This design comes from an exercise in tuning for small area, a short achievable clock period and few clock cycles per item on the open sky130 flow, not from production work.
Only simulation tests tie the RTL to the original design; equivalence was not proved.

==> flow/design.v, too long to show whole: its modules and the start of the top module <==
// module multiplier: 1593 lines
// module mul_fa: 4 lines
// module mul_bselp: 3 lines
// module mul_bsel: 3 lines
// module mul_bpp: 3 lines
// module mul_ha: 4 lines
module multiplier #(MANT_BITS=23, EXP_BITS=8)(
	input wire clk,
	input wire reset_n,
	input wire input_valid,
	input logic [EXP_BITS+MANT_BITS:0] in_a,
	input logic [EXP_BITS+MANT_BITS:0] in_b,
	output logic [EXP_BITS+MANT_BITS:0] data_out,
	output logic output_valid
);
  // ...
==> flow/flow/run.sh <==
#!/bin/bash
set -euo pipefail
export BUFFER_PORTS_ARGS="-buffer_cell sky130_fd_sc_hd__buf_4"
bash standard.sh > standard.log 2>&1
==> flow/standard.sh <==
#!/bin/bash
# synth_recipe.tcl (not shown) runs the flow's synth.tcl, then flattens the netlist and writes it again
# the make line also repeats each setting of config.mk as NAME=value (left out here)
make -C /OpenROAD-flow-scripts/flow DESIGN_CONFIG=/design/flow/config.mk WORK_HOME=/design/flow/orfs CLKGATE_MAP_FILE= SYNTH_SCRIPT=/design/flow/synth_recipe.tcl "${@:-finish}"
==> flow/config.mk <==
export PLATFORM = sky130hd
export DESIGN_NAME = multiplier
export DESIGN_NICKNAME = multiplier
export VERILOG_FILES = /design/flow/design.v
export SDC_FILE = /design/flow/constraint.sdc
export NUM_CORES = 4
export LEC_CHECK = 0
export CAP_MARGIN = 20
export CORE_MARGIN = 2
export CORE_UTILIZATION = 60
export SETUP_SLACK_MARGIN = 2.7
export SLEW_MARGIN = 20
export SYNTH_HIERARCHICAL = 1
==> flow/constraint.sdc <==
create_clock -name core_clock -period 8.0 [get_ports {clk}]
set_input_delay 1.6000 -clock core_clock [delete_from_list [all_inputs] [get_ports {clk}]]
set_output_delay 1.6000 -clock core_clock [all_outputs]
set_load 0.01 [all_outputs]
==> flow_results.org, run 1 <==
** Detailed routing
- In the routed design, unresolved DRC markers number 0.
- WL met1 :: 24.1 mm
- Routed wire length on met3 :: 7.85 mm
- The routed layout has 16200 vias.

** Global route
- Met1 usage in global routing :: 53.0%
- Number of antenna violations at the first check in global routing :: 0

** STA
- Setup repair after global routing could not meet its margin everywhere.
- Setup violations remaining at the end of the flow were counted as 0.

** Outcome
- Outcome :: finished clean

** Final layout
- Most area-hungry cell class in the final design :: multi-input gates
- Of all the cell area in the finished design, non-clock buffers hold 8.66%.
- Post-synthesis to final-layout area growth :: 19.4%
- Number of non-clock buffers in the layout :: 213
- The final layout contains a sequential cell count of 106.
- Leaving out fill and tap cells, the most frequent cells in the layout are 306 x sky130_fd_sc_hd__xnor2_1, 276 x sky130_fd_sc_hd__a22o_1, 230 x sky130_fd_sc_hd__fa_1, 186 x sky130_fd_sc_hd__buf_4.
- The post-route netlist has 21.4% of its cells at a drive strength greater than 1.

** Placed design
- After detailed placement, the total cell area comes to 0.0203 mm^2.

** Floorplan
- Initial core utilization :: 60.9%
- Tapcells inserted :: 396
- The die covers 0.0325 mm^2.

** Synthesis
- Summed over its instances, the top area cell type makes up 28.5% of the synthesized netlist area.
- Of the total synthesized cell area, the portion taken by full adders, half adders and majority gates is 34.7%.
- Among all cell types in the netlist, the one instantiated most often is sky130_fd_sc_hd__xnor2_1.

** Run
- Number of maximum-capacitance constraint violations :: 0

** Worst setup path
- Levels on crit path :: 14
- Worst flop-to-flop path startpoint :: st[0]

** CTS
- Clock-pin slew was measured on the worst setup and hold paths at 0.08 ns.

** Min path
- Hold Path Cell Cnt :: 2
Testbench counts, summed over its fixed seeds: cycles 3,200, items 3,200.
==> run 2: changes to the inputs <==
--- a/flow/config.mk
+++ b/flow/config.mk
@@ -7,7 +7,7 @@
 export LEC_CHECK = 0
 export CAP_MARGIN = 20
 export CORE_MARGIN = 2
-export CORE_UTILIZATION = 60
-export SETUP_SLACK_MARGIN = 2.7
+export CORE_UTILIZATION = 55
+export SETUP_SLACK_MARGIN = 2.3
 export SLEW_MARGIN = 20
 export SYNTH_HIERARCHICAL = 1
==> run 2 against run 1 <==
Register-to-register slack worse by 0.13 ns; non-clock buffer count decreased by 28; final cell count rose by 0.42%; worst hold slack worse by 0.029 ns; worst setup slack worse by 0.19 ns; critical endpoint unchanged; largest cell class unchanged; highest routed layer unchanged.
==> flow_results.org, run 2 <==
** Outcome
- Outcome: finished clean (unchanged).

** Synthesis
- The number of enable-type register cells in the synthesized netlist came to 34 (unchanged).
- The count of synthesis-stage warnings from yosys is 7 (unchanged).
- Top post-synthesis cells by area: sky130_fd_sc_hd__fa_1 28%, sky130_fd_sc_hd__xnor2_1 15%, sky130_fd_sc_hd__a22o_1 13% (unchanged).
- Leading cell types by count after synthesis: 326 x sky130_fd_sc_hd__xnor2_1, 276 x sky130_fd_sc_hd__a22o_1, 265 x sky130_fd_sc_hd__fa_1 (unchanged).
- The netlist area before placement came to 0.0186 mm^2 (unchanged).
- Most used standard cell by instance count after synthesis :: sky130_fd_sc_hd__xnor2_1 (unchanged)
- The mean post-synth cell area is 10.5 um^2 (unchanged).
- Fraction of the yosys area taken by sequential cells :: 13.3% (unchanged)
- The flip-flop and latch count after synthesis was 106 (unchanged).
- Area share of the leading cell type in the synthesized netlist :: 28.5% (unchanged)
- Gate Count Post-Synth :: 1781 (unchanged)
- Predominant post-synthesis flop cell :: sky130_fd_sc_hd__dfxtp_1 (unchanged)
- Netlist cell types :: 69 (unchanged)
- The share of flip-flops with an asynchronous set or reset was 2.83% (unchanged).
- The largest area contributor in the synthesized netlist is sky130_fd_sc_hd__fa_1 (unchanged).

** Detailed routing
- Detailed Route WL :: 62.0 mm (was 63.0 mm)
- Starting DRT DRC Count :: 1565 (was 2159)
- Post-DR vias/cell :: 6.50 (was 6.81)
- The routed length per placed instance is 26.0 um (was 26.6 um).
- First-pass DRT Iterations :: 5 (was 7)
- Residual DRC count :: 0 (unchanged)
- Vias :: 15500 (was 16200)
- Antenna viol nets, final :: 0 (unchanged)

** CTS
- The source-to-sink clock delay at the later pin of the worst-skew pair was 0.39 ns (about the same).
- The clock transition at the register clock pins on the worst setup and hold paths after CTS is 0.09 ns (was 0.08 ns).
- TritonCTS clock tree :: built (unchanged)
- The clock net sink count came to 106 (unchanged).
- The clock buffer count from CTS was 9 (unchanged).
- The count of H-tree levels built during CTS came to 3 (unchanged).
- Root buffer cell :: sky130_fd_sc_hd__clkbuf_16 (unchanged)
- Maximum buffer depth of the clock tree :: 2 (unchanged)

** Placed design
- Worst slack at placement :: 1.37 ns (was 1.54 ns)
- I/O Buffers :: 99 (unchanged)
- Routability cong. :: 0.914 (was 0.933)
- The post-detailed-placement half-perimeter wirelength is 43.2 mm (was 41.9 mm).

** Worst setup path
- The path type of the worst setup path is primary input to register (unchanged).
- Arrival time reported for the critical path endpoint :: 5.85 ns (was 5.64 ns)
- Worst Path Required :: 8.26 ns (was 8.25 ns)
- Startpoint class of the critical path :: primary input (unchanged)
- The top fanout value on the critical path was 12 (was 6).
- CP Capture Type :: register (unchanged)

** Floorplan
- The effective utilization at floorplan was 55.7% (was 60.9%).
- The number of placement rows was 67 (was 64).
- Area enclosed by the die boundary :: 0.0353 mm^2 (was 0.0325 mm^2)
- Core area :: 0.0334 mm^2 (was 0.0306 mm^2)
- Die span in x :: 188 um (was 180 um)
- The number of top-level pins was 100 (unchanged).
- Die span in y :: 188 um (was 180 um)

** Final layout
- Largest registers in the final layout: ra (32), rb (32), sh (24) (unchanged).
- The share of cells above drive strength 1 was 16.6% (was 21.4%).
- # diodes :: 0 (unchanged)
- Post-layout nets :: 2353 (was 2395)
- Post-synthesis to final-layout area growth :: 15.0% (was 19.4%)
- The most frequent standard cell in the layout excluding fill and tap cells is sky130_fd_sc_hd__xnor2_1 (unchanged).
- Most frequent cells in the layout :: 314 x sky130_fd_sc_hd__xnor2_1, 276 x sky130_fd_sc_hd__a22o_1, 263 x sky130_fd_sc_hd__fa_1, 161 x sky130_fd_sc_hd__buf_4 (was 306 x sky130_fd_sc_hd__xnor2_1, 276 x sky130_fd_sc_hd__a22o_1, 230 x sky130_fd_sc_hd__fa_1, 186 x sky130_fd_sc_hd__buf_4)

** STA
- Fin crit period :: 5.59 ns (was 5.40 ns)
- Number of endpoints failing setup at the final stage :: 0 (unchanged)
- Number of max-slew violations in the final report :: 0 (unchanged)
- The highest attainable clock frequency was 0.179 GHz (was 0.185 GHz).
- Relative max-transition margin :: 37.6% (was 41.5%)
- The setup total negative slack came to 0 ns (unchanged).
- Slew @ Worst Pin :: 0.936 ns (was 0.878 ns)
- Period Utilization, post-route :: 69.9% (was 67.5%)
- PnR worst setup slack :: 2.41 ns (was 2.60 ns)
- RSZ-0062 raised after global routing :: no (was yes)
- The hold violation count in the final report was 0 (unchanged).
- Clock tree skew after final layout :: 0.0282 ns (was 0.0216 ns)

** Global route
- Largest net degree at the start of global routing :: 51 (unchanged)
- The overall global routing resource usage came to 34.7% (was 39.0%).
- Number of antenna violations at the first check in global routing :: 0 (unchanged)
- Wire length of the first global-routing pass :: 94.0 mm (was 97.2 mm)
- GR Overflow Total :: 0 (unchanged)
- Via count of the first global-routing pass :: 15700 (was 16300)

** Min path
- The path type of the worst min-delay path is register to register (unchanged).

** Run
- The count of maximum capacitance violations came to 0 (unchanged).
-- run 2: cell types whose count changed in the layout (fill, tap and decap cells not counted), sizes merged --
| cell | change |
|---|---|
| clkinv | -1 |
| nand2b | -1 |
| bufinv | -1 |
| xnor2 | -4 |
| nor2 | -1 |
| xor2 | -1 |
| bufbuf | -4 |
| clkinvlp | +1 |
| o21ai | -7 |
| buf | -27 |
| clkbuf | +4 |
-- run 2: metrics by stage --
stage	area, um^2	util (%)	instances	hold WS [ns]
global placement	20200	60.4	2321	0.538
floorplan	18800	-	1790	0.496
finish	21400	64.1	2381	0.599
global route	21400	64.1	2381	0.675
detailed placement	20200	60.4	2321	0.554
CTS	20700	61.9	2348	0.577
-- run 2: critical path: stages --
cell,delay [ns]
sky130_fd_sc_hd__buf_4,0.13
sky130_fd_sc_hd__nor4_4,0.41
sky130_fd_sc_hd__nand3_1,0.19
sky130_fd_sc_hd__o21ai_4,0.11
sky130_fd_sc_hd__inv_1,0.13
sky130_fd_sc_hd__or3_4,0.46
sky130_fd_sc_hd__nand2_8,0.15
sky130_fd_sc_hd__a22o_1,0.16
sky130_fd_sc_hd__xnor2_1,0.10
sky130_fd_sc_hd__fa_1,0.60
sky130_fd_sc_hd__fa_1,0.44
sky130_fd_sc_hd__fa_1,0.40
sky130_fd_sc_hd__fa_1,0.54
sky130_fd_sc_hd__fa_1,0.42
-- run 2: cell families after synthesis --
group,count (synthesis),synth area share (%)
buffers and inverters,103,2.61
AO/OA/AOI/OAI,479,19.8
multiplexers,95,5.60
adder cells (fa/ha/maj),358,34.7
other,1,0.0201
XOR/XNOR,341,16.0
flip-flops,106,13.3
AND/OR/NAND/NOR,298,7.86
-- run 2: modules after synthesis (local to each module, per instance) --
module	area (um^2)	flip-flops and latches
mul_bselp	8.76	0
mul_fa	20.0	0
mul_ha	12.5	0
multiplier	10500	106
-- run 2: routing by layer --
layer	part of all wire, %	global-route usage (%)
met3	11	6.72
met4	3.1	12.1
met2	46	55.0
met5	0	0
met1	40	47.8
-- run 2: cell type report --
| type | instances | area [um^2] |
|---|---|---|
| clock buffers | 10 | 239 |
| repair inverters | 1 | 7.51 |
| well taps | 448 | 561 |
| multi-input cells | 1584 | 16300 |
| inverters | 41 | 169 |
| flip-flops and latches | 106 | 2480 |
| fillers | 2755 | 12000 |
| clock inverters | 6 | 65.1 |
| repair buffers | 185 | 1630 |
-- run 2: worst paths after layout --
path                               start      endpoint  slack (ns)  depth (start not counted)
worst max register to register      sh_a         rb[8]        2.54                         15
worst min-delay path              sh[22]        sh[23]        0.60                          2
worst min register to register    sh[22]        sh[23]        0.60                          2
max in group asynchronous        reset_n         st[0]        6.92                          1
min in group asynchronous        reset_n  output_valid        0.98                          1
worst max-delay path            in_b[29]        rb[10]        2.41                         14
-- run 2: what timing repair did --
item                       CTS  global route
gates cloned                 1             6
setup endpoints to repair   51            33
pin swaps                    0             9
hold buffers                 0             0
gates resized for setup     19            72
buffers inserted            10            26
==> run 3: changes to the inputs <==
--- a/flow/config.mk
+++ b/flow/config.mk
@@ -7,7 +7,7 @@
 export LEC_CHECK = 0
 export CAP_MARGIN = 20
 export CORE_MARGIN = 2
-export CORE_UTILIZATION = 55
+export CORE_UTILIZATION = 60
 export SETUP_SLACK_MARGIN = 2.3
 export SLEW_MARGIN = 20
 export SYNTH_HIERARCHICAL = 1
==> run 3 against run 2 <==
Critical path type unchanged; critical endpoint is now rb[11]; sequential cell count did not move; highest routed layer unchanged; maximum frequency fell by 0.90%; non-clock buffer count is 6 lower; utilization increased by 5.1 points; area after synthesis unchanged; still clean; clock skew fell by 0.012 ns.
==> flow_results.org, run 3 <==
** Synthesis
- Top post-synthesis cells by area :: sky130_fd_sc_hd__fa_1 28%, sky130_fd_sc_hd__xnor2_1 15%, sky130_fd_sc_hd__a22o_1 13% (unchanged)
- Post-synthesis simple-gate area fraction :: 7.86% (unchanged)
- The area share of fa/ha/maj cells after synthesis was 34.7% (unchanged).
- The count of unique library cells instantiated by Yosys was 69 (unchanged).
- Predominant post-synthesis flop cell :: sky130_fd_sc_hd__dfxtp_1 (unchanged)
- Leading cell types by count after synthesis :: 326 x sky130_fd_sc_hd__xnor2_1, 276 x sky130_fd_sc_hd__a22o_1, 265 x sky130_fd_sc_hd__fa_1 (unchanged)
- Dominant combinational cell family by area after synthesis :: adder cells (unchanged)
- Post-synth EDFFs :: 34 (unchanged)
- Area share of the leading cell type in the synthesized netlist :: 28.5% (unchanged)
- The cell count after synthesis came to 1781 (unchanged).
- Compound-gate portion of the synthesized area :: 19.8% (unchanged)
- Most used standard cell by instance count after synthesis :: sky130_fd_sc_hd__xnor2_1 (unchanged)
- The fraction of the yosys area taken by sequential cells was 13.3% (unchanged).
- Mapped Avg Cell Area :: 10.5 um^2 (unchanged)
- Number of flip-flops and latches in the synthesized netlist :: 106 (unchanged)
- The fraction of synthesized area in multiplexers was 5.60% (unchanged).
- Largest area contributor in the netlist :: sky130_fd_sc_hd__fa_1 (unchanged)
- The xor-xnor portion of the synthesized cell area was 16.0% (unchanged).
- Synthesized cell area :: 0.0186 mm^2 (unchanged)
- Number of warnings printed during yosys synthesis :: 7 (unchanged)
- Proportion of synthesized flip-flops having asynchronous set or reset :: 2.83% (unchanged)

** CTS
- Clock-pin slew of the registers on the worst-case setup and hold paths :: 0.08 ns (was 0.09 ns)
- H-tree Lvls :: 3 (unchanged)
- Root buffer cell :: sky130_fd_sc_hd__clkbuf_16 (unchanged)
- The maximum number of buffers from clock root to sink was 2 (unchanged).
- Total clock buffers created by CTS :: 9 (unchanged)
- The source-to-sink clock delay at the later pin of the worst-skew pair came to 0.38 ns (was 0.39 ns).
- The CTS tree is built (unchanged).
- TritonCTS Sinks :: 106 (unchanged)

** Final layout
- Core occupancy in the finished layout :: 69.2% (was 64.1%)
- The number of nets in the layout was 2345 (was 2353).
- # diodes :: 0 (unchanged)
- Most common cell after layout, fill and taps aside :: sky130_fd_sc_hd__xnor2_1 (unchanged)
- The cell area after layout was 0.0212 mm^2 (was 0.0214 mm^2).
- Final-layout fill cell count :: 2432 (was 2755)
- Largest registers in the final layout :: ra (32), rb (32), sh (24) (unchanged)
- The growth of design area from synthesis to finish was 13.7% (was 15.0%).
- The share of cells above drive strength 1 is 16.1% (was 16.6%).
- Most frequent cells in the layout: 313 x sky130_fd_sc_hd__xnor2_1, 276 x sky130_fd_sc_hd__a22o_1, 262 x sky130_fd_sc_hd__fa_1, 160 x sky130_fd_sc_hd__buf_4 (was 314 x sky130_fd_sc_hd__xnor2_1, 276 x sky130_fd_sc_hd__a22o_1, 263 x sky130_fd_sc_hd__fa_1, 161 x sky130_fd_sc_hd__buf_4).

** Global route
- Largest net degree at the start of global routing :: 51 (unchanged)
- Total global-route track usage :: 37.0% (was 34.7%)
- Via count of the first global-routing pass :: 15800 (was 15700)
- Wire length of the first global-routing pass :: 92.6 mm (was 94.0 mm)
- GR Overflow Total :: 0 (unchanged)
- The initial antenna violation count was 0 (unchanged).

** Run
- The count of maximum capacitance violations is 0 (unchanged).

** STA
- The share of the cycle needed by the critical path after routing is 70.5% (was 69.9%).
- The number of endpoints failing setup at the final stage was 0 (unchanged).
- RSZ-0062 raised after global routing :: yes (was no)
- Number of max-slew violations in the final report :: 0 (unchanged)
- Relative max-transition margin :: 45.3% (was 37.6%)
- Slew @ Worst Pin :: 0.820 ns (was 0.936 ns)
- The clock period minus final worst setup slack was 5.64 ns (was 5.59 ns).
- The hold violation count in the final report came to 0 (unchanged).
- The highest attainable clock frequency is 0.177 GHz (was 0.179 GHz).
- The maximum clock skew at final layout is 0.0163 ns (was 0.0282 ns).
- Setup tns final :: 0 ns (unchanged)

** Floorplan
- Die span in x :: 180 um (was 188 um)
- Floorplan row count :: 64 (was 67)
- The effective utilization at floorplan came to 60.9% (was 55.7%).
- Top-Level Pins :: 100 (unchanged)
- Area enclosed by the die boundary :: 0.0325 mm^2 (was 0.0353 mm^2)
- The total core area is 0.0306 mm^2 (was 0.0334 mm^2).
- The vertical die dimension came to 180 um (was 188 um).

** Worst setup path
- Startpoint class of the critical path :: primary input (unchanged)
- The depth of the most critical reg-to-reg path was 16 (was 15).
- Arrival time reported for the critical path endpoint :: 5.89 ns (was 5.85 ns)
- Highest fanout seen on the critical path :: 6 (was 12)
- Critical path class :: primary input to register (unchanged)
- CP Capture Type :: register (unchanged)
- The critical path data required time was 8.25 ns (was 8.26 ns).

** Detailed routing
- Detailed Route WL :: 60.7 mm (was 62.0 mm)
- Starting DRT DRC Count :: 1639 (was 1565)
- Antenna viol nets, final :: 0 (unchanged)
- Post-DR vias/cell :: 6.65 (was 6.50)
- Detailed-route wire length per cell :: 26.2 um (was 26.0 um)
- The detailed-route via count was 15400 (was 15500).
- First-pass DRT Iterations :: 5 (unchanged)
- The number of remaining DRC errors is 0 (unchanged).

** Placed design
- The routability congestion estimate from global placement came to 0.916 (was 0.914).
- I/O Buffers :: 99 (unchanged)
- The post-detailed-placement half-perimeter wirelength came to 41.7 mm (was 43.2 mm).
- Cell area after placement :: 0.0201 mm^2 (was 0.0202 mm^2)

** Min path
- Hold Path Cell Cnt :: 2 (unchanged)
- The path type of the worst min-delay path is register to register (unchanged).

** Outcome
- Outcome :: finished clean (unchanged)
[run 3: cell count changes in the layout (fill, tap and decap cells not counted), sizes merged]
cell and delta:
buf -4, bufinv +1, clkbuf -2, inv -1
nand2 -1, xnor2 -1
[run 3: modules after synthesis (local to each module, per instance)]
| module | flops+latches | cells inside | copies in the design | area (um^2) |
|---|---|---|---|---|
| mul_bselp | 0 | 1 | 276 | 8.76 |
| multiplier | 106 | 1209 | 1 | 10500 |
| mul_ha | 0 | 1 | 32 | 12.5 |
| mul_fa | 0 | 1 | 264 | 20.0 |
[run 3: per-layer routing]
metal	part of all wire (%)	GRT usage, %	vias up
li1	-	-	6726
met1	39	50.1	7642
met2	46	58.0	916
met3	11	8.41	162
met4	3.9	14.7	0
met5	0	0	-
[run 3: timing repair]
item | in CTS | in global routing
endpoints found under the setup margin | 53 | 30
setup buffers | 15 | 19
resized for setup | 26 | 47
gates cloned | 1 | 3
hold buffers | 0 | 0
pin swaps | 1 | 8
[run 3: area by class of cell]
| cell class | count | area (um^2) | share of cell area [%] |
|---|---|---|---|
| well taps | 396 | 495 | 2.34 |
| repair buffers | 179 | 1530 | 7.22 |
| clock buffers | 10 | 229 | 1.08 |
| multi-input cells | 1582 | 16200 | 76.5 |
| flip-flops and latches | 106 | 2480 | 11.7 |
| clock inverters | 6 | 70.1 | 0.331 |
| inverters | 41 | 158 | 0.745 |
| repair inverters | 1 | 7.51 | 0.0355 |
[run 3: through the flow]
| stage | worst slack, ns | std cells | hold slack [ns] |
|---|---|---|---|
| after floorplan | 2.24 | 1790 | 0.496 |
| after global placement | 1.29 | 2266 | 0.551 |
| after detailed placement | 1.24 | 2267 | 0.577 |
| after CTS | 2.30 | 2299 | 0.602 |
| after global routing | 2.25 | 2321 | 0.651 |
| final | 2.36 | 2321 | 0.615 |
[run 3: final timing paths]
check | startpoint | endpoint | slack [ns]
setup / recovery | in_a[24] | rb[11] | 2.36
hold / removal | sh[22] | sh[23] | 0.61
setup reg to reg | st[0] | rb[11] | 2.50
hold reg to reg | sh[22] | sh[23] | 0.61
max in group asynchronous | reset_n | st[1] | 6.92
min in group asynchronous | reset_n | st[0] | 0.99
[run 3: kinds of logic (layout without fill, tap and decap cells)]
group | after synthesis | count (layout)
AOI/OAI and AO/OA | 479 | 479
adders and majority gates | 358 | 358
xor gates and xnor gates | 341 | 341
and+or+nand+nor | 298 | 299
DFF | 106 | 106
buffers and inverters | 103 | 237
muxes | 95 | 95
other | 1 | 10
[run 3: worst max-delay path, cell delays in order]
cell and delay [ns]:
sky130_fd_sc_hd__buf_4 0.13, sky130_fd_sc_hd__or4_4 0.55, sky130_fd_sc_hd__nor2_4 0.19, sky130_fd_sc_hd__nand2_2 0.09
sky130_fd_sc_hd__o21ai_4 0.18, sky130_fd_sc_hd__clkinvlp_4 0.20, sky130_fd_sc_hd__buf_4 0.20, sky130_fd_sc_hd__buf_4 0.15
sky130_fd_sc_hd__a21oi_1 0.12, sky130_fd_sc_hd__a21o_1 0.17, sky130_fd_sc_hd__fa_1 0.45, sky130_fd_sc_hd__fa_1 0.40
sky130_fd_sc_hd__fa_1 0.48, sky130_fd_sc_hd__fa_1 0.54, sky130_fd_sc_hd__fa_1 0.42
==> run 4: changes to the inputs <==
--- a/flow/config.mk
+++ b/flow/config.mk
@@ -7,7 +7,8 @@
 export LEC_CHECK = 0
 export CAP_MARGIN = 20
 export CORE_MARGIN = 2
-export CORE_UTILIZATION = 60
+export CORE_UTILIZATION = 65
+export GPL_ROUTABILITY_DRIVEN = 0
 export SETUP_SLACK_MARGIN = 2.3
 export SLEW_MARGIN = 20
 export SYNTH_HIERARCHICAL = 1
==> run 4 against run 3 <==
Worst setup slack got worse by 0.017 ns; largest cell class unchanged; maximum frequency decreased by 0.30%; highest routed layer unchanged; die area decreased by 7.5%; synthesized cell count unchanged; final cell count decreased by 0.30%; utilization increased by 6.4 points; sequential cell count unchanged; first-iteration DRC count increased by 22%; still clean; area after synthesis unchanged; critical endpoint is now rb[15].
==> flow_results.org, run 4 <==
** Outcome
- Outcome :: finished clean (unchanged)

** Final layout
- Most frequent cells in the layout :: 314 x sky130_fd_sc_hd__xnor2_1, 276 x sky130_fd_sc_hd__a22o_1, 261 x sky130_fd_sc_hd__fa_1, 169 x sky130_fd_sc_hd__buf_4 (was 313 x sky130_fd_sc_hd__xnor2_1, 276 x sky130_fd_sc_hd__a22o_1, 262 x sky130_fd_sc_hd__fa_1, 160 x sky130_fd_sc_hd__buf_4)
- The share of cells above drive strength 1 is 16.6% (was 16.1%).
- The most frequent standard cell in the layout excluding fill and tap cells was sky130_fd_sc_hd__xnor2_1 (unchanged).
- Largest registers in the final layout :: ra (32), rb (32), sh (24) (unchanged)
- The growth of design area from synthesis to finish is 13.7% (about the same).
- # diodes :: 0 (unchanged)
- The number of nets in the layout came to 2356 (was 2345).

** STA
- Period Utilization, post-route :: 70.7% (was 70.5%)
- Slew @ Worst Pin :: 1.00 ns (was 0.820 ns)
- The worst-case setup margin in the final layout is 2.34 ns (was 2.36 ns).
- Fin crit period :: 5.66 ns (was 5.64 ns)
- Setup tns final :: 0 ns (unchanged)
- The maximum clock skew at final layout is 0.0175 ns (was 0.0163 ns).
- The highest attainable clock frequency came to 0.177 GHz (about the same).
- The final-report max-slew violation count is 0 (unchanged).
- Number of endpoints failing setup at the final stage :: 0 (unchanged)
- The worst slew slack as a fraction of its limit came to 32.9% (was 45.3%).
- The hold violation count in the final report came to 0 (unchanged).
- RSZ-0062 raised after global routing: yes (unchanged).

** Synthesis
- The flip-flop and latch count after synthesis came to 106 (unchanged).
- The most instantiated flip-flop cell in the synthesis netlist is sky130_fd_sc_hd__dfxtp_1 (unchanged).
- The most common cell in the synthesized netlist was sky130_fd_sc_hd__xnor2_1 (unchanged).
- Number of warnings printed during yosys synthesis :: 7 (unchanged)
- The area share of the leading cell type in the synthesized netlist came to 28.5% (unchanged).
- Fraction of the yosys area taken by sequential cells :: 13.3% (unchanged)
- Top post-synthesis cells by area: sky130_fd_sc_hd__fa_1 28%, sky130_fd_sc_hd__xnor2_1 15%, sky130_fd_sc_hd__a22o_1 13% (unchanged).
- The number of enable-type register cells in the synthesized netlist was 34 (unchanged).
- The mean post-synth cell area came to 10.5 um^2 (unchanged).
- Dominant combinational cell family by area after synthesis :: adder cells (unchanged)
- Post-synthesis simple-gate area fraction :: 7.86% (unchanged)
- The cell count after synthesis was 1781 (unchanged).
- The xor-xnor portion of the synthesized cell area was 16.0% (unchanged).
- Netlist cell types :: 69 (unchanged)
- The share of flip-flops with an asynchronous set or reset is 2.83% (unchanged).
- Leading cell types by count after synthesis :: 326 x sky130_fd_sc_hd__xnor2_1, 276 x sky130_fd_sc_hd__a22o_1, 265 x sky130_fd_sc_hd__fa_1 (unchanged)
- Largest area contributor in the netlist :: sky130_fd_sc_hd__fa_1 (unchanged)
- Mux share of post-synthesis cell area :: 5.60% (unchanged)
- The netlist area before placement is 0.0186 mm^2 (unchanged).
- The area share of fa/ha/maj cells after synthesis was 34.7% (unchanged).
- The complex-gate fraction of the synthesized area is 19.8% (unchanged).

** Worst setup path
- The type of element capturing the critical path was a register (unchanged).
- The startpoint type of the worst setup path is a primary input (unchanged).
- Highest fanout seen on the critical path :: 15 (was 6)
- Arrival time reported for the critical path endpoint :: 5.90 ns (was 5.89 ns)
- The path type of the worst setup path was primary input to register (unchanged).
- Worst Path Required :: 8.24 ns (was 8.25 ns)

** CTS
- Total clock buffers created by CTS :: 9 (unchanged)
- TritonCTS Sinks :: 106 (unchanged)
- The CTS tree was built (unchanged).
- H-tree Lvls :: 3 (unchanged)
- Clock-pin slew of the registers on the worst-case setup and hold paths :: 0.09 ns (was 0.08 ns)
- Hold-fix buffers at CTS :: 0 (unchanged)
- The source-to-sink clock delay at the later pin of the worst-skew pair is 0.37 ns (was 0.38 ns).
- The cell at the root of the clock tree was sky130_fd_sc_hd__clkbuf_16 (unchanged).
- Maximum buffer depth of the clock tree :: 2 (unchanged)

** Global route
- The overall global routing resource usage came to 39.3% (was 37.0%).
- The initial antenna violation count was 0 (unchanged).
- The pin count of the biggest net entering global routing came to 51 (unchanged).
- The wire length of the first global-routing pass came to 91.4 mm (was 92.6 mm).
- GR Overflow Total :: 0 (unchanged)
- Via count of the first global-routing pass :: 15900 (was 15800)

** Detailed routing
- Antenna viol nets, final :: 0 (unchanged)
- The number of DRC markers after the initial detailed-route iteration came to 2000 (was 1639).
- The ratio of routed vias to standard cells came to 6.83 (was 6.65).
- The count of TritonRoute iterations in the first routing pass came to 7 (was 5).
- Detailed-route wire length per cell :: 25.8 um (was 26.2 um)
- The number of remaining DRC errors is 0 (unchanged).
- Detailed Route WL :: 59.6 mm (was 60.7 mm)
- Vias :: 15800 (was 15400)

** Run
- Number of maximum-capacitance constraint violations :: 0 (unchanged)

** Placed design
- The pre-CTS setup slack came to 1.19 ns (was 1.24 ns).
- Post-DP HPWL :: 41.3 mm (was 41.7 mm)
- I/O Buffers :: 99 (unchanged)

** Floorplan
- The number of top-level pins is 100 (unchanged).
- Initial core utilization :: 66.5% (was 60.9%)
- The total core area came to 0.0280 mm^2 (was 0.0306 mm^2).
- Area enclosed by the die boundary :: 0.0300 mm^2 (was 0.0325 mm^2)
- Floorplan row count :: 61 (was 64)
- Die span in y :: 173 um (was 180 um)
- Die span in x :: 173 um (was 180 um)

** Min path
- Path type of the worst min-delay path :: register to register (unchanged)
## run 4: modules after synthesis, one instance, submodules excluded
module      copies in the design  flip-flops and latches  cells  cell area [um^2]
mul_fa                       264                       0      1              20.0
mul_ha                        32                       0      1              12.5
multiplier                     1                     106   1209             10500
mul_bselp                    276                       0      1              8.76
## run 4: what timing repair did
action | in CTS | in global routing
pin swaps | 2 | 11
gates resized for setup | 24 | 46
setup endpoints to repair | 52 | 25
cloned | 1 | 3
buffers inserted | 18 | 30
## run 4: metal layers
layer	routed length [um]	track usage, %	share of wire [%]
met1	22600	51.7	38
met2	27300	62.8	46
met3	7450	10.8	12
met4	2300	14.0	3.9
met5	0	0	0
## run 4: cell families after synthesis
logic type	Yosys count
buf+inv	103
xor+xnor	341
fa+ha+maj	358
flops	106
mux	95
other cells	1
simple gates	298
compound gates	479
## run 4: worst max-delay path: stages
cell                         delay, ns
sky130_fd_sc_hd__buf_4            0.12
sky130_fd_sc_hd__or4_4            0.54
sky130_fd_sc_hd__nor2_4           0.14
sky130_fd_sc_hd__nand2_1          0.11
sky130_fd_sc_hd__o21ai_4          0.16
sky130_fd_sc_hd__clkinvlp_4       0.20
sky130_fd_sc_hd__buf_6            0.19
sky130_fd_sc_hd__and3_1           0.18
sky130_fd_sc_hd__nor2_1           0.30
sky130_fd_sc_hd__fa_1             0.50
sky130_fd_sc_hd__fa_1             0.49
sky130_fd_sc_hd__fa_1             0.40
sky130_fd_sc_hd__fa_1             0.53
sky130_fd_sc_hd__fa_1             0.41
## run 4: final cells by class
class,instances,area [um^2]
well taps,378,473
flip-flops and latches,106,2480
repair buffers,188,1530
fillers,2014,6840
inverters,41,164
clock buffers,9,225
multi-input cells,1584,16200
repair inverters,1,5.00
clock inverters,7,88.8
## run 4: worst paths after layout
path                          start            to  slack [ns]  depth (start not counted)
hold / removal               sh[22]        sh[23]        0.61                          2
max in group asynchronous   reset_n         st[1]        6.91                          1
setup / recovery           in_a[24]        rb[15]        2.34                         14
setup reg to reg              st[0]        rb[12]        2.46                         18
min in group asynchronous   reset_n  output_valid        1.00                          1
hold reg to reg              sh[22]        sh[23]        0.61                          2
## run 4: stage by stage
step / instance area [um^2] / hold WS (ns) / instances / utilization, %
floorplan: 18800 / 0.496 / 1790 / -
global placement: 20100 / 0.538 / 2246 / 71.7
detailed placement: 20100 / 0.561 / 2246 / 71.7
CTS: 20700 / 0.613 / 2281 / 73.8
global route: 21200 / 0.645 / 2314 / 75.6
finish: 21200 / 0.610 / 2314 / 75.6
==> run 5: changes to the inputs <==
--- a/flow/config.mk
+++ b/flow/config.mk
@@ -8,7 +8,6 @@
 export CAP_MARGIN = 20
 export CORE_MARGIN = 2
 export CORE_UTILIZATION = 65
-export GPL_ROUTABILITY_DRIVEN = 0
-export SETUP_SLACK_MARGIN = 2.3
+export SETUP_SLACK_MARGIN = 2.4
 export SLEW_MARGIN = 20
 export SYNTH_HIERARCHICAL = 1
==> run 5 against run 4 <==
Final cell count is the same; sequential cell count is the same; via count grew 0.70%; largest cell class unchanged.
==> flow_results.org, run 5 <==
** Final layout
- The share of cells above drive strength 1 came to 17.3% (was 16.6%).
- Most common cell after layout, fill and taps aside :: sky130_fd_sc_hd__xnor2_1 (unchanged)
- Post-layout nets :: 2356 (unchanged)
- Most frequent cells in the layout: 313 x sky130_fd_sc_hd__xnor2_1, 276 x sky130_fd_sc_hd__a22o_1, 257 x sky130_fd_sc_hd__fa_1, 167 x sky130_fd_sc_hd__buf_4 (was 314 x sky130_fd_sc_hd__xnor2_1, 276 x sky130_fd_sc_hd__a22o_1, 261 x sky130_fd_sc_hd__fa_1, 169 x sky130_fd_sc_hd__buf_4).
- Post-synthesis to final-layout area growth :: 14.8% (was 13.7%)
- Core occupancy in the finished layout :: 76.3% (was 75.6%)
- Largest registers in the final layout :: ra (32), rb (32), sh (24) (unchanged)
- The antenna diode instance count came to 0 (unchanged).

** Synthesis
- The number of enable-type register cells in the synthesized netlist is 34 (unchanged).
- The cell count after synthesis came to 1781 (unchanged).
- Leading cell types by count after synthesis: 326 x sky130_fd_sc_hd__xnor2_1, 276 x sky130_fd_sc_hd__a22o_1, 265 x sky130_fd_sc_hd__fa_1 (unchanged).
- Fraction of the yosys area taken by sequential cells :: 13.3% (unchanged)
- The mean post-synth cell area was 10.5 um^2 (unchanged).
- Area share of the leading cell type in the synthesized netlist :: 28.5% (unchanged)
- Largest area contributor in the netlist :: sky130_fd_sc_hd__fa_1 (unchanged)
- The most common cell in the synthesized netlist is sky130_fd_sc_hd__xnor2_1 (unchanged).
- The most instantiated flip-flop cell in the synthesis netlist is sky130_fd_sc_hd__dfxtp_1 (unchanged).
- Top post-synthesis cells by area :: sky130_fd_sc_hd__fa_1 28%, sky130_fd_sc_hd__xnor2_1 15%, sky130_fd_sc_hd__a22o_1 13% (unchanged)
- Proportion of synthesized flip-flops having asynchronous set or reset :: 2.83% (unchanged)
- Netlist cell types :: 69 (unchanged)
- Synthesized cell area :: 0.0186 mm^2 (unchanged)
- Number of warnings printed during yosys synthesis :: 7 (unchanged)
- The flip-flop and latch count after synthesis is 106 (unchanged).

** STA
- Relative max-transition margin :: 40.0% (was 32.9%)
- RSZ-0062 raised after global routing: yes (unchanged).
- The final-report max-slew violation count is 0 (unchanged).
- Setup tns final :: 0 ns (unchanged)
- Clock tree skew after final layout :: 0.0204 ns (was 0.0175 ns)
- PnR worst setup slack :: 2.44 ns (was 2.34 ns)
- The slew at the pin with the worst max-slew slack came to 0.896 ns (was 1.00 ns).
- Fin crit period :: 5.56 ns (was 5.66 ns)
- Number of endpoints failing setup at the final stage :: 0 (unchanged)
- Period Utilization, post-route :: 69.5% (was 70.7%)
- Max Fclk :: 0.180 GHz (was 0.177 GHz)
- Endpoints failing hold :: 0 (unchanged)

** CTS
- Clock-pin slew of the registers on the worst-case setup and hold paths :: 0.08 ns (was 0.09 ns)
- TritonCTS Sinks :: 106 (unchanged)
- The source-to-sink clock delay at the later pin of the worst-skew pair was 0.38 ns (was 0.37 ns).
- Total clock buffers created by CTS :: 9 (unchanged)
- Root buffer cell :: sky130_fd_sc_hd__clkbuf_16 (unchanged)
- H-tree Lvls :: 3 (unchanged)
- TritonCTS clock tree :: built (unchanged)
- Hold-fix buffers at CTS :: 0 (unchanged)
- The maximum number of buffers from clock root to sink is 2 (unchanged).

** Floorplan
- The effective utilization at floorplan was 66.5% (unchanged).
- The overall die area came to 0.0300 mm^2 (unchanged).
- The vertical die dimension was 173 um (unchanged).
- Core area :: 0.0280 mm^2 (unchanged)
- The number of placement rows was 61 (unchanged).
- Top-Level Pins :: 100 (unchanged)
- Die span in x :: 173 um (unchanged)

** Worst setup path
- Arrival time reported for the critical path endpoint :: 5.81 ns (was 5.90 ns)
- The type of element capturing the critical path is a register (unchanged).
- The startpoint type of the worst setup path was a primary input (unchanged).
- Highest fanout seen on the critical path :: 13 (was 15)
- Critical path class :: primary input to register (unchanged)
- Worst Path Required :: 8.24 ns (about the same)

** Detailed routing
- Detailed-route wire length per cell :: 26.4 um (was 25.8 um)
- Starting DRT DRC Count :: 2033 (was 2000)
- The count of TritonRoute iterations in the first routing pass came to 5 (was 7).
- The final wirelength came to 61.0 mm (was 59.6 mm).
- The remaining antenna violation count is 0 (unchanged).
- Residual DRC count :: 0 (unchanged)
- Post-DR vias/cell :: 6.88 (was 6.83)
- Vias :: 15900 (was 15800)

** Min path
- Path type of the worst min-delay path :: register to register (unchanged)

** Global route
- The wire length of the first global-routing pass came to 92.0 mm (was 91.4 mm).
- The aggregate global routing overflow came to 0 (unchanged).
- Largest net degree at the start of global routing :: 51 (unchanged)
- Number of antenna violations at the first check in global routing :: 1 (was 0)
- Via count of the first global-routing pass :: 15900 (about the same)
- The overall global routing resource usage is 39.9% (was 39.3%).

** Placed design
- The number of buffers inserted by port buffering is 99 (unchanged).
- Worst slack at placement :: 1.39 ns (was 1.19 ns)
- Routability-driven placement finished with a final weighted congestion of 0.978.
- Post-DP HPWL :: 41.6 mm (was 41.3 mm)

** Run
- The count of maximum capacitance violations was 0 (unchanged).

** Outcome
- Outcome :: finished clean (unchanged)
run 5: path summary, 6_finish.rpt:
path	slack (ns)	from	to	depth (start not counted)
max reg2reg	2.55	st[0]	rb[11]	16
min reg2reg	0.64	sh[22]	sh[23]	2
max in group asynchronous	6.91	reset_n	st[0]	1
min	0.64	sh[22]	sh[23]	2
min in group asynchronous	1.00	reset_n	output_valid	1
max	2.44	in_a[24]	rb[11]	14
run 5: logic make-up (layout without fill, tap and decap cells):
kind of cell / after synthesis / count (layout) / synth area share (%)
AOI/OAI and AO/OA: 479 / 482 / 19.8
buffers and inverters: 103 / 240 / 2.61
xor gates and xnor gates: 341 / 345 / 16.0
other: 1 / 10 / 0.0201
muxes: 95 / 95 / 5.60
adders and majority gates: 358 / 358 / 34.7
DFF: 106 / 106 / 13.3
and+or+nand+nor: 298 / 300 / 7.86
run 5: worst max-delay path, cell delays in order:
cell,delay (ns)
sky130_fd_sc_hd__buf_4,0.13
sky130_fd_sc_hd__or4_4,0.54
sky130_fd_sc_hd__nor2_4,0.17
sky130_fd_sc_hd__nand2_2,0.09
sky130_fd_sc_hd__o21ai_4,0.13
sky130_fd_sc_hd__clkinvlp_4,0.22
sky130_fd_sc_hd__buf_6,0.20
sky130_fd_sc_hd__a22o_1,0.24
sky130_fd_sc_hd__xnor2_2,0.20
sky130_fd_sc_hd__fa_2,0.48
sky130_fd_sc_hd__fa_1,0.40
sky130_fd_sc_hd__fa_1,0.41
sky130_fd_sc_hd__fa_1,0.57
sky130_fd_sc_hd__fa_1,0.42
run 5: per-layer routing:
| layer | share of wire [%] | GRT usage (%) | vias up | wire, um |
|---|---|---|---|---|
| li1 | - | - | 6774 | - |
| met1 | 38 | 52.8 | 7772 | 23100 |
| met2 | 45 | 62.9 | 1146 | 27600 |
| met3 | 12 | 10.4 | 221 | 7410 |
| met4 | 4.6 | 15.9 | 2 | 2830 |
| met5 | 0.025 | 0 | - | 15 |
run 5: layout make-up:
type                            instances  area (um^2)
Tap cell                              378          473
Clock inverter                          7         78.8
Timing Repair Buffer                  182         1500
Multi-Input combinational cell       1590        16400
Timing Repair inverter                  1         7.51
Clock buffer                            9          225
Inverter                               41          165
Fill cell                            1946         6630
Sequential cell                       106         2480
run 5: modules after synthesis, one instance, submodules excluded:
module,cell area [um^2],cells inside
mul_fa,20.0,1
multiplier,10500,1209
mul_ha,12.5,1
mul_bselp,8.76,1
run 5: repair_timing:
item,CTS,global route
endpoints found under the hold margin,0,0
buffers inserted,24,25
endpoints found under the setup margin,49,37
gates resized for setup,35,55
cloned,6,5
pin swaps,8,19
run 5: stage by stage:
stage	std cells	area, um^2	hold slack, ns
after floorplan	1790	18900	0.496
after global placement	2238	20100	0.560
after detailed placement	2238	20100	0.586
after CTS	2284	20900	0.638
after global routing	2314	21400	0.689
final	2314	21400	0.644
==> run 6: changes to the inputs <==
--- a/flow/config.mk
+++ b/flow/config.mk
@@ -8,6 +8,6 @@
 export CAP_MARGIN = 20
 export CORE_MARGIN = 2
 export CORE_UTILIZATION = 65
-export SETUP_SLACK_MARGIN = 2.4
+export SETUP_SLACK_MARGIN = 2.2
 export SLEW_MARGIN = 20
 export SYNTH_HIERARCHICAL = 1
==> run 6 against run 5 <==
Clock-buffer cell count unchanged; clock skew decreased by 0.0050 ns; die area unchanged; sequential share of layout area increased by 0.20 points; global-route usage about the same; sequential cell count unchanged; critical endpoint unchanged.
==> flow_results.org, run 6 <==
** Detailed routing
- Detailed-route wire length per cell :: 26.6 um (was 26.4 um)
- Vias :: 16000 (was 15900)
- The final wirelength is 61.3 mm (was 61.0 mm).
- The count of TritonRoute iterations in the first routing pass came to 7 (was 5).
- Residual DRC count :: 0 (unchanged)
- Starting DRT DRC Count :: 2126 (was 2033)
- The ratio of routed vias to standard cells came to 6.93 (was 6.88).
- The remaining antenna violation count was 0 (unchanged).

** Worst setup path
- The path type of the worst setup path is primary input to register (unchanged).
- The top fanout value on the critical path came to 12 (was 13).
- Worst Reg2Reg Path Length in Cells :: 15 (was 16)
- Worst path cell trace :: buf_4 -> nor4_4 -> nand3_1 -> o21ai_4 -> inv_1 -> nand3_1 -> nand2_8 -> a22o_1 -> xnor2_1 -> fa_1 -> fa_1 -> fa_1 -> fa_1 -> fa_1 (was buf_4 -> or4_4 -> nor2_4 -> nand2_2 -> o21ai_4 -> clkinvlp_4 -> buf_6 -> a22o_1 -> xnor2_2 -> fa_2 -> fa_1 -> fa_1 -> fa_1 -> fa_1)
- The startpoint type of the worst setup path was a primary input (unchanged).
- Levels on crit path :: 14 (unchanged)
- The total buffers and inverters traversed by the critical path was 2 (was 3).
- The worst stage delay on the critical path came to 0.53 ns (was 0.57 ns).
- The type of element capturing the critical path was a register (unchanged).
- The most frequent cell on the critical path was sky130_fd_sc_hd__fa_1 (unchanged).
- The cell type group with the largest total delay on the critical path is adder cells (unchanged).
- The critical path data required time was 8.23 ns (was 8.24 ns).
- The arrival time at the worst endpoint was 5.96 ns (was 5.81 ns).
- Critical Path Slowest Stage Cell :: sky130_fd_sc_hd__fa_1 (unchanged)

** STA
- RSZ-0062 raised after global routing :: no (was yes)
- The worst slew slack as a fraction of its limit came to 39.7% (was 40.0%).
- The clock period minus final worst setup slack was 5.73 ns (was 5.56 ns).
- The setup total negative slack came to 0 ns (unchanged).
- The final-report max-slew violation count is 0 (unchanged).
- The share of the cycle needed by the critical path after routing is 71.6% (was 69.5%).
- The hold violation count in the final report is 0 (unchanged).
- The highest attainable clock frequency came to 0.175 GHz (was 0.180 GHz).
- Clock tree skew after final layout :: 0.0154 ns (was 0.0204 ns)
- Slew @ Worst Pin :: 0.901 ns (was 0.896 ns)
- The number of endpoints failing setup at the final stage came to 0 (unchanged).

** Outcome
- Outcome: finished clean (unchanged).

** Synthesis
- Top post-synthesis cells by area :: sky130_fd_sc_hd__fa_1 28%, sky130_fd_sc_hd__xnor2_1 15%, sky130_fd_sc_hd__a22o_1 13% (unchanged)
- Predominant post-synthesis flop cell :: sky130_fd_sc_hd__dfxtp_1 (unchanged)
- The most common cell in the synthesized netlist is sky130_fd_sc_hd__xnor2_1 (unchanged).
- Number of warnings printed during yosys synthesis :: 7 (unchanged)
- Leading cell types by count after synthesis: 326 x sky130_fd_sc_hd__xnor2_1, 276 x sky130_fd_sc_hd__a22o_1, 265 x sky130_fd_sc_hd__fa_1 (unchanged).
- Largest area contributor in the netlist :: sky130_fd_sc_hd__fa_1 (unchanged)
- The number of enable-type register cells in the synthesized netlist is 34 (unchanged).
- Synthesized cell area :: 0.0186 mm^2 (unchanged)
- The fraction of the yosys area taken by sequential cells came to 13.3% (unchanged).
- Gate Count Post-Synth :: 1781 (unchanged)
- Number of flip-flops and latches in the synthesized netlist :: 106 (unchanged)
- The mean post-synth cell area came to 10.5 um^2 (unchanged).
- Netlist cell types :: 69 (unchanged)
- The share of flip-flops with an asynchronous set or reset was 2.83% (unchanged).
- The area share of the leading cell type in the synthesized netlist came to 28.5% (unchanged).

** CTS
- Total clock buffers created by CTS :: 9 (unchanged)
- Hold-fix buffers at CTS :: 0 (unchanged)
- The maximum number of buffers from clock root to sink came to 2 (unchanged).
- The count of H-tree levels built during CTS came to 3 (unchanged).
- The cell at the root of the clock tree was sky130_fd_sc_hd__clkbuf_16 (unchanged).
- The source-to-sink clock delay at the later pin of the worst-skew pair is 0.37 ns (was 0.38 ns).
- TritonCTS clock tree :: built (unchanged)
- TritonCTS Sinks :: 106 (unchanged)
- The clock transition at the register clock pins on the worst setup and hold paths after CTS came to 0.09 ns (was 0.08 ns).

** Final layout
- Post-synthesis to final-layout area growth :: 12.9% (was 14.8%)
- The cell area after layout was 0.0210 mm^2 (was 0.0214 mm^2).
- Most frequent cells in the layout: 315 x sky130_fd_sc_hd__xnor2_1, 276 x sky130_fd_sc_hd__a22o_1, 265 x sky130_fd_sc_hd__fa_1, 164 x sky130_fd_sc_hd__buf_4 (was 313 x sky130_fd_sc_hd__xnor2_1, 276 x sky130_fd_sc_hd__a22o_1, 257 x sky130_fd_sc_hd__fa_1, 167 x sky130_fd_sc_hd__buf_4).
- The share of cells above drive strength 1 came to 15.4% (was 17.3%).
- Most common cell after layout, fill and taps aside :: sky130_fd_sc_hd__xnor2_1 (unchanged)
- Post-layout nets :: 2345 (was 2356)
- Largest registers in the final layout: ra (32), rb (32), sh (24) (unchanged).

** Placed design
- I/O Buffers :: 99 (unchanged)
- The cell area after placement was 0.0201 mm^2 (about the same).
- Post-DP HPWL :: 42.1 mm (was 41.6 mm)
- Routability cong. :: 0.945 (was 0.978)

** Global route
- The wire length of the first global-routing pass was 92.2 mm (was 92.0 mm).
- The initial antenna violation count was 1 (unchanged).
- The number of global-route vias before repair came to 15900 (about the same).
- Total global-route track usage :: 39.8% (was 39.9%)
- Largest net degree at the start of global routing :: 51 (unchanged)
- The aggregate global routing overflow is 0 (unchanged).

** Floorplan
- Die span in y :: 173 um (unchanged)
- The number of top-level pins was 100 (unchanged).
- The effective utilization at floorplan was 66.5% (unchanged).
- Core area :: 0.0280 mm^2 (unchanged)
- Area enclosed by the die boundary :: 0.0300 mm^2 (unchanged)
- Die span in x :: 173 um (unchanged)
- The number of placement rows was 61 (unchanged).

** Min path
- Hold Path Cell Cnt :: 2 (unchanged)
- Path type of the worst min-delay path :: register to register (unchanged)

** Run
- The count of maximum capacitance violations is 0 (unchanged).
## run 6: path summary, 6_finish.rpt
path	slack [ns]	start	endpoint
worst max-delay path	2.27	in_b[27]	rb[11]
max in group asynchronous	6.91	reset_n	st[1]
worst max register to register	2.35	st[0]	rb[11]
worst min register to register	0.58	sh[22]	sh[23]
worst min-delay path	0.58	sh[22]	sh[23]
min in group asynchronous	1.00	reset_n	output_valid
## run 6: per-stage QoR
| stage | std cells | util (%) | hold WS, ns | setup WS [ns] |
|---|---|---|---|---|
| 2_1_floorplan | 1790 | - | 0.496 | 2.22 |
| 3_3_place_gp | 2247 | 71.7 | 0.555 | 1.23 |
| 3_5_place_dp | 2247 | 71.7 | 0.567 | 1.20 |
| 4_1_cts | 2275 | 73.5 | 0.588 | 2.16 |
| 5_1_grt | 2303 | 75.0 | 0.670 | 2.19 |
| 6_report | 2304 | 75.1 | 0.582 | 2.27 |
## run 6: routing by layer
| layer | wire length, um | share of wire (%) | GRT usage [%] | vias to the layer above |
|---|---|---|---|---|
| met3 | 7830 | 13 | 9.23 | 266 |
| met1 | 22900 | 37 | 53.1 | 7803 |
| met5 | 9 | 0.015 | 0 | - |
| met2 | 27500 | 45 | 62.7 | 1170 |
| li1 | - | - | - | 6716 |
| met4 | 3020 | 4.9 | 17.2 | 2 |
## run 6: timing repair
item,in CTS,in global routing
endpoints found under the setup margin,51,32
gates resized for setup,16,35
setup buffers,10,24
pin swaps,1,5
cloned,2,4
## run 6: worst register-to-register path, stage by stage (launching register included)
cell                       delay, ns
sky130_fd_sc_hd__dfrtp_1        0.39
sky130_fd_sc_hd__inv_1          0.09
sky130_fd_sc_hd__ha_1           0.28
sky130_fd_sc_hd__nand2b_4       0.14
sky130_fd_sc_hd__buf_4          0.20
sky130_fd_sc_hd__buf_4          0.21
sky130_fd_sc_hd__mux2i_1        0.68
sky130_fd_sc_hd__nand3_1        0.51
sky130_fd_sc_hd__nand2_8        0.31
sky130_fd_sc_hd__a22o_1         0.19
sky130_fd_sc_hd__xnor2_1        0.13
sky130_fd_sc_hd__fa_1           0.61
sky130_fd_sc_hd__fa_1           0.44
sky130_fd_sc_hd__fa_1           0.40
sky130_fd_sc_hd__fa_1           0.53
sky130_fd_sc_hd__fa_1           0.42
## run 6: cell families (layout without fill, tap and decap cells)
family | count (synthesis) | in the layout | share of synthesized area (%)
AO/OA/AOI/OAI | 479 | 479 | 19.8
XOR/XNOR | 341 | 344 | 16.0
buffers and inverters | 103 | 234 | 2.61
flip-flops | 106 | 106 | 13.3
adder cells (fa/ha/maj) | 358 | 358 | 34.7
multiplexers | 95 | 95 | 5.60
other | 1 | 11 | 0.0201
AND/OR/NAND/NOR | 298 | 299 | 7.86
## run 6: Yosys stat by module, one instance, submodules excluded
module,times used,flops+latches,cells,cell area (um^2)
mul_bselp,276,0,1,8.76
mul_fa,264,0,1,20.0
mul_ha,32,0,1,12.5
multiplier,1,106,1209,10500
## run 6: cell type report
type                       instances  area (um^2)
antenna                            1         2.50
timing repair inverter             2         12.5
multi-input combinational       1585        16200
clock inverter                     7         88.8
fill                            2078         6990
inverter                          41          161
timing repair buffer             175         1400
tap                              378          473
sequential                       106         2480
clock buffer                       9          225
==> run 7: changes to the inputs <==
--- a/flow/config.mk
+++ b/flow/config.mk
@@ -8,6 +8,6 @@
 export CAP_MARGIN = 20
 export CORE_MARGIN = 2
 export CORE_UTILIZATION = 65
-export SETUP_SLACK_MARGIN = 2.2
+export SETUP_SLACK_MARGIN = 2.3
 export SLEW_MARGIN = 20
 export SYNTH_HIERARCHICAL = 1
==> run 7 against run 6 <==
Highest routed layer is now met4; register-to-register slack better by 0.08 ns; via count down 0.63%; wire length down 2.5%; worst hold slack better by 0.019 ns; global-route usage down 0.56 points; still clean on timing, DRC and antenna.
==> flow_results.org, run 7 <==
** Outcome
- Outcome :: finished clean (unchanged)

** Final layout
- Post-layout nets :: 2348 (was 2345)
- The fill cell instance count of the final layout is 2035 (was 2078).
- The most frequent standard cell in the layout excluding fill and tap cells is sky130_fd_sc_hd__xnor2_1 (unchanged).
- The growth of design area from synthesis to finish came to 13.2% (was 12.9%).
- Most frequent cells in the layout: 315 x sky130_fd_sc_hd__xnor2_1, 276 x sky130_fd_sc_hd__a22o_1, 265 x sky130_fd_sc_hd__fa_1, 169 x sky130_fd_sc_hd__buf_4 (was 315 x sky130_fd_sc_hd__xnor2_1, 276 x sky130_fd_sc_hd__a22o_1, 265 x sky130_fd_sc_hd__fa_1, 164 x sky130_fd_sc_hd__buf_4).
- The number of standard cells in the layout, taps in and fillers out came to 2306 (was 2304).
- # diodes :: 0 (was 1)
- Fraction of final layout cells with drive strength greater than 1 :: 16.0% (was 15.4%)
- Largest registers in the final layout :: ra (32), rb (32), sh (24) (unchanged)

** Global route
- The overall global routing resource usage was 39.3% (was 39.8%).
- GR Overflow Total :: 0 (unchanged)
- Number of antenna violations at the first check in global routing :: 0 (was 1)
- Wire length of the first global-routing pass :: 91.2 mm (was 92.2 mm)
- The number of global-route vias before repair was 15800 (was 15900).
- Largest net degree at the start of global routing :: 51 (unchanged)

** Placed design
- Post-DP HPWL :: 41.5 mm (was 42.1 mm)
- I/O Buffers :: 99 (unchanged)
- Routability cong. :: 0.952 (was 0.945)
- The pre-CTS setup slack is 1.21 ns (was 1.20 ns).
- The number of placed instances, taps included came to 2245 (was 2247).

** Synthesis
- Adder-cell share of the synthesized area :: 34.7% (unchanged)
- The number of enable-type register cells in the synthesized netlist is 34 (unchanged).
- The largest area contributor in the synthesized netlist is sky130_fd_sc_hd__fa_1 (unchanged).
- Number of flip-flops and latches in the synthesized netlist :: 106 (unchanged)
- The area share of and/or/nand/nor cells after synthesis is 7.86% (unchanged).
- The fraction of the yosys area taken by sequential cells is 13.3% (unchanged).
- Compound-gate portion of the synthesized area :: 19.8% (unchanged)
- Top post-synthesis cells by area :: sky130_fd_sc_hd__fa_1 28%, sky130_fd_sc_hd__xnor2_1 15%, sky130_fd_sc_hd__a22o_1 13% (unchanged)
- Netlist cell types :: 69 (unchanged)
- Most used standard cell by instance count after synthesis :: sky130_fd_sc_hd__xnor2_1 (unchanged)
- Area share of the leading cell type in the synthesized netlist :: 28.5% (unchanged)
- The xor-xnor portion of the synthesized cell area came to 16.0% (unchanged).
- Leading cell types by count after synthesis :: 326 x sky130_fd_sc_hd__xnor2_1, 276 x sky130_fd_sc_hd__a22o_1, 265 x sky130_fd_sc_hd__fa_1 (unchanged)
- Predominant post-synthesis flop cell :: sky130_fd_sc_hd__dfxtp_1 (unchanged)
- Mapped Avg Cell Area :: 10.5 um^2 (unchanged)
- The netlist area before placement came to 0.0186 mm^2 (unchanged).
- Proportion of synthesized flip-flops having asynchronous set or reset :: 2.83% (unchanged)
- Dominant combinational cell family by area after synthesis :: adder cells (unchanged)
- The fraction of synthesized area in multiplexers is 5.60% (unchanged).
- The count of synthesis-stage warnings from yosys is 7 (unchanged).
- Gate Count Post-Synth :: 1781 (unchanged)

** Floorplan
- Area enclosed by the die boundary :: 0.0300 mm^2 (unchanged)
- Die span in y :: 173 um (unchanged)
- Floorplan row count :: 61 (unchanged)
- Core area :: 0.0280 mm^2 (unchanged)
- Die span in x :: 173 um (unchanged)
- Initial core utilization :: 66.5% (unchanged)
- Top-Level Pins :: 100 (unchanged)

** Detailed routing
- Vias :: 15900 (was 16000)
- Residual DRC count :: 0 (unchanged)
- The final wirelength was 59.8 mm (was 61.3 mm).
- The routed length per placed instance is 25.9 um (was 26.6 um).
- The remaining antenna violation count is 0 (unchanged).
- Post-DR vias/cell :: 6.88 (was 6.93)
- Starting DRT DRC Count :: 2135 (was 2126)
- The count of TritonRoute iterations in the first routing pass is 6 (was 7).

** Run
- The count of maximum capacitance violations is 0 (unchanged).

** STA
- The slew at the pin with the worst max-slew slack came to 1.01 ns (was 0.901 ns).
- Clock tree skew after final layout :: 0.0210 ns (was 0.0154 ns)
- The share of the cycle needed by the critical path after routing was 69.7% (was 71.6%).
- The worst-case setup margin in the final layout came to 2.43 ns (was 2.27 ns).
- The hold violation count in the final report is 0 (unchanged).
- The worst hold slack came to 0.601 ns (was 0.582 ns).
- Number of endpoints failing setup at the final stage :: 0 (unchanged)
- The worst slew slack as a fraction of its limit is 32.3% (was 39.7%).
- The final-report max-slew violation count is 0 (unchanged).
- The clock period minus final worst setup slack is 5.57 ns (was 5.73 ns).
- The highest attainable clock frequency is 0.179 GHz (was 0.175 GHz).
- RSZ-0062 raised after global routing :: no (unchanged)
- Setup tns final :: 0 ns (unchanged)

** Worst setup path
- Worst Path Required :: 8.23 ns (about the same)
- The path type of the worst setup path is register to register (was primary input to register).
- Arrival time reported for the critical path endpoint :: 5.81 ns (was 5.96 ns)
- CP Capture Type :: register (unchanged)
- The top fanout value on the critical path is 25 (was 12).
- Startpoint class of the critical path :: register (was primary input)

** CTS
- Maximum buffer depth of the clock tree :: 2 (unchanged)
- The clock net sink count came to 106 (unchanged).
- The clock buffer count from CTS is 9 (unchanged).
- The source-to-sink clock delay at the later pin of the worst-skew pair came to 0.37 ns (about the same).
- The CTS tree is built (unchanged).
- Clock-pin slew of the registers on the worst-case setup and hold paths :: 0.08 ns (was 0.09 ns)
- H-tree Lvls :: 3 (unchanged)
- Root buffer cell :: sky130_fd_sc_hd__clkbuf_16 (unchanged)

** Min path
- The path type of the worst min-delay path is register to register (unchanged).
-- run 7: cells by family (layout without fill, tap and decap cells) --
group                    after synthesis  after routing
multiplexers                          95             95
adder cells (fa/ha/maj)              358            358
other                                  1             10
AO/OA/AOI/OAI                        479            479
AND/OR/NAND/NOR                      298            299
buffers and inverters                103            238
flip-flops                           106            106
XOR/XNOR                             341            343
-- run 7: layer usage --
metal,GRT usage [%],routed length [um],vias up
li1,-,-,6736
met1,52.5,22500,7770
met2,62.4,27100,1129
met3,9.28,7680,221
met4,15.3,2530,0
met5,0,0,-
-- run 7: area by class of cell --
cell class | instances | area, um^2 | share of cell area [%]
Inverter | 41 | 161 | 0.766
Timing Repair inverter | 1 | 7.51 | 0.0356
Clock buffer | 9 | 225 | 1.07
Sequential cell | 106 | 2480 | 11.8
Timing Repair Buffer | 180 | 1450 | 6.90
Tap cell | 378 | 473 | 2.24
Multi-Input combinational cell | 1584 | 16200 | 76.8
Clock inverter | 7 | 92.6 | 0.439
-- run 7: path summary, 6_finish.rpt --
check / start / depth (start not counted) / slack, ns / end
max in group asynchronous: reset_n / 1 / 6.90 / st[0]
setup reg to reg: sh_a / 12 / 2.43 / rb[10]
hold reg to reg: sh[22] / 2 / 0.60 / sh[23]
hold / removal: sh[22] / 2 / 0.60 / sh[23]
min in group asynchronous: reset_n / 1 / 1.01 / output_valid
setup / recovery: sh_a / 12 / 2.43 / rb[10]
-- run 7: worst max-delay path: stages (launching register included) --
cell and delay, ns:
sky130_fd_sc_hd__edfxtp_1 0.35, sky130_fd_sc_hd__buf_6 0.29, sky130_fd_sc_hd__nand2b_4 0.32, sky130_fd_sc_hd__buf_4 0.32
sky130_fd_sc_hd__mux2i_1 0.75, sky130_fd_sc_hd__xor2_2 0.61, sky130_fd_sc_hd__a22o_1 0.28, sky130_fd_sc_hd__xnor2_1 0.11
sky130_fd_sc_hd__fa_1 0.60, sky130_fd_sc_hd__fa_1 0.45, sky130_fd_sc_hd__fa_1 0.40, sky130_fd_sc_hd__fa_1 0.54
sky130_fd_sc_hd__fa_1 0.40
-- run 7: timing repair --
| action | CTS | global route |
|---|---|---|
| hold buffers | 0 | 0 |
| hold endpoints to repair | 0 | 0 |
| gates resized for setup | 21 | 35 |
| gates cloned | 1 | 3 |
| buffers inserted | 18 | 23 |
| pin swaps | 1 | 8 |
| setup endpoints to repair | 53 | 30 |
-- run 7: through the flow --
stage          instance area (um^2)  util, %
2_1_floorplan                 18800        -
4_1_cts                       20700     73.8
3_3_place_gp                  20100     71.7
3_5_place_dp                  20100     71.7
6_report                      21100     75.3
5_1_grt                       21100     75.3
-- run 7: modules after synthesis, one instance, submodules excluded --
module,area (um^2),flops+latches,cells inside
mul_bselp,8.76,0,1
mul_fa,20.0,0,1
mul_ha,12.5,0,1
multiplier,10500,106,1209

what the ideal ports hide:
No port has a modelled driver above. Below, the same layouts with a new extraction and two added sets of constraints.
Step 1 sets driving cells, clkbuf_16 on the clock port and buf_2 on the other inputs (assumed; they add their load-dependent delay and slew).
Step 2 moves the port delays by t, midway between the first and last clock arrival at a register: inputs arrive t later, outputs are due t later. That takes back most of the time a late clock gives input paths.
Slacks: ideal / step 1 / step 2; pairs: ideal / step 1.
| run | t (ns) | setup slack, ns | latest minus earliest clock arrival (ns) |
|---|---|---|---|
| run 1 | 0.426 | 2.603 / 2.610 / 2.184 | 0.024 / 0.025 |
| run 2 | 0.424 | 2.409 / 2.431 / 2.007 | 0.028 / 0.029 |
| run 3 | 0.423 | 2.359 / 2.386 / 1.963 | 0.017 / 0.017 |
| run 4 | 0.406 | 2.342 / 2.360 / 1.953 | 0.018 / 0.019 |
| run 5 | 0.413 | 2.436 / 2.452 / 2.039 | 0.020 / 0.020 |
| run 6 | 0.412 | 2.272 / 2.299 / 1.887 | 0.016 / 0.017 |
| run 7 | 0.406 | 2.426 / 2.426 / 2.053 | 0.021 / 0.021 |
After both steps every run listed still meets setup and hold. For run 1, which loses most, drivers alone change the setup slack by +0.007 ns; drivers and shift together by -0.419 ns.
